Background: an optimization exercise with open tools, aiming at small area, a short achievable clock period and few clock cycles per item. Do not read the settings as production practice.
At most, simulation tests tie the RTL to the original design; equivalence was not proved.

// lut_master
module lut_master #(parameter data_width = 16) (
		input wire clk,
		input wire reset,
		input wire req,
		input wire [8 - 1 : 0] lut_handle,
		input wire [data_width - 1 : 0] req_arg,
		output wire [data_width - 1 : 0] data_out,
		output reg valid,
		output reg invalid_request
	);
==> flow/config.mk <==
export PLATFORM = sky130hd
export DESIGN_NAME = lut_master
export DESIGN_NICKNAME = lut_master
export VERILOG_FILES = /design/flow/design.v
export SDC_FILE = /design/flow/constraint.sdc
export NUM_CORES = 4
export LEC_CHECK = 0
export ABC_AREA = 1
export CAP_MARGIN = 20
export CORE_MARGIN = 2
export CORE_UTILIZATION = 45
export PLACE_DENSITY = 0.6
export SETUP_SLACK_MARGIN = 2.0
export SLEW_MARGIN = 20
export SYNTH_MEMORY_MAX_BITS = 70000
==> flow/constraint.sdc <==
create_clock -name core_clock -period 8.0 [get_ports {clk}]
set_input_delay 1.6000 -clock core_clock [delete_from_list [all_inputs] [get_ports {clk}]]
set_output_delay 1.6000 -clock core_clock [all_outputs]
set_load 0.01 [all_outputs]
standard.sh (not shown) runs the stock make flow with config.mk's settings and CLKGATE_MAP_FILE= SYNTH_SCRIPT=/design/flow/synth_recipe.tcl, a recipe that flattens the netlist after the stock synthesis.
==> flow/flow/run.sh <==
#!/bin/bash
# Standard layout, with two changes: the input and output ports are buffered
# by buf_4 cells instead of the delay buffers buffer_ports picks by default,
# and synthesis leaves the adders to abc instead of mapping them to the
# platform's full/half adder cells (the registers are the standard ones).
set -euo pipefail
bash standard.sh "BUFFER_PORTS_ARGS=-buffer_cell sky130_fd_sc_hd__buf_4" "ADDER_MAP_FILE=" finish > make_finish.log 2>&1
Next try:
--- a/flow/design.v
+++ b/flow/design.v
@@ -276,19 +276,18 @@
 	wire nt_90_s = cc[15] ^ k[22] ^ nt_87_c;
 	wire nt_90_c = (cc[15] & k[22]) | (cc[15] & nt_87_c) | (k[22] & nt_87_c);
 	wire nt_91_s = nt_65_c ^ nt_66_s ^ nt_89_c;
 	wire nt_91_c = (nt_65_c & nt_66_s) | (nt_65_c & nt_89_c) | (nt_66_s & nt_89_c);
 	wire [22:0] nt_a = {nt_90_s, nt_87_s, nt_84_s, nt_79_s, nt_69_s, nt_54_s, nt_68_s, nt_77_c, nt_91_c, nt_91_s, nt_89_s, nt_86_s, nt_82_c, nt_81_c, nt_81_s, nt_88_s, nt_85_s, nt_80_s, nt_70_c, nt_70_s, nt_55_s, nt_1_s, nt_0_s};
 	wire [22:0] nt_b = {1'b0, 1'b0, 1'b0, 1'b0, 1'b0, nt_68_c, nt_78_c, nt_78_s, nt_77_s, 1'b0, 1'b0, 1'b0, nt_83_s, nt_82_s, nt_88_c, 1'b0, 1'b0, 1'b0, nt_71_s, 1'b0, 1'b0, nt_34_s, 1'b0};
 	wire [7:0] s2 = {1'b0, nt_a[6:0]} + {1'b0, nt_b[6:0]};
 	assign c7 = s2[7];
-	wire [7:0] yu = nt_a[22:15] + nt_b[22:15];
-	assign ya = {yu, nt_a[14:7]};
-	assign yb = {8'd0, nt_b[14:7]};
+	assign ya = nt_a[22:7];
+	assign yb = nt_b[22:7];
 	wire dt_0_s = c1[1] ^ (c2[1] & tn[0]) ^ (c2[0] & tn[1]);
 	wire dt_0_c = (c1[1] & (c2[1] & tn[0])) | (c1[1] & (c2[0] & tn[1])) | ((c2[1] & tn[0]) & (c2[0] & tn[1]));
 	wire dt_1_s = c1[2] ^ (c2[2] & tn[0]) ^ (c2[1] & tn[1]);
 	wire dt_1_c = (c1[2] & (c2[2] & tn[0])) | (c1[2] & (c2[1] & tn[1])) | ((c2[2] & tn[0]) & (c2[1] & tn[1]));
 	wire dt_2_s = ~tn[3] ^ c1[3] ^ (c2[3] & tn[0]);
 	wire dt_2_c = (~tn[3] & c1[3]) | (~tn[3] & (c2[3] & tn[0])) | (c1[3] & (c2[3] & tn[0]));
 	wire dt_3_s = (c2[2] & tn[1]) ^ (c2[1] & tn[2]) ^ (~c2[0] & ~tn[3]);
 	wire dt_3_c = ((c2[2] & tn[1]) & (c2[1] & tn[2])) | ((c2[2] & tn[1]) & (~c2[0] & ~tn[3])) | ((c2[1] & tn[2]) & (~c2[0] & ~tn[3]));
=> Routed wire length goes down by about 0.36%; sequential share of layout area goes up by 0.37 points; sequential cell count goes up by 3; clock skew is about the same; worst hold slack degrades by 0.0043 ns; global-route usage goes down by 0.53 points; count of clock-buffer cells in the layout does not change; synthesized cell count goes up by about 1.3%; via count is about the same; die area goes up by about 1%; design area goes up by about 0.8%.
Testbench counts after the change, summed over its fixed seeds: cycles 12,008, items 12,000.
Only the layout flow was run in the first run of this note; the RTL was not checked for function there.

-- what the ideal ports hide --
How much do the figures lean on ideal ports? The routed layouts below were timed once more, with nothing changed but the port constraints.
Step 1, drivers: a clkbuf_16 drives clk and a buf_2 each remaining input, both assumed.
Step 2 adds t to the input delays and takes it off the output delays; t is the mean of the earliest and latest rising clock arrival at the registers after step 1. Input paths then give back, and output paths get back, about the clock's delay inside the block.
Slacks: ideal ports / drivers / drivers and shift; pairs: ideal ports / drivers.
run | t, ns | slack for setup (ns) | slew at the worst register clock pin (ns) | pins driven straight from the clock port
the first run | 0.354 | 2.298 / 2.245 / 1.946 | 0.08 / 0.08 | 1
the second run | 0.357 | 2.326 / 2.309 / 1.963 | 0.08 / 0.08 | 1
After both steps every run listed still meets setup and hold. The setup slack of the second run, which loses most, moves by -0.017 ns with the drivers and by -0.363 ns with both steps.
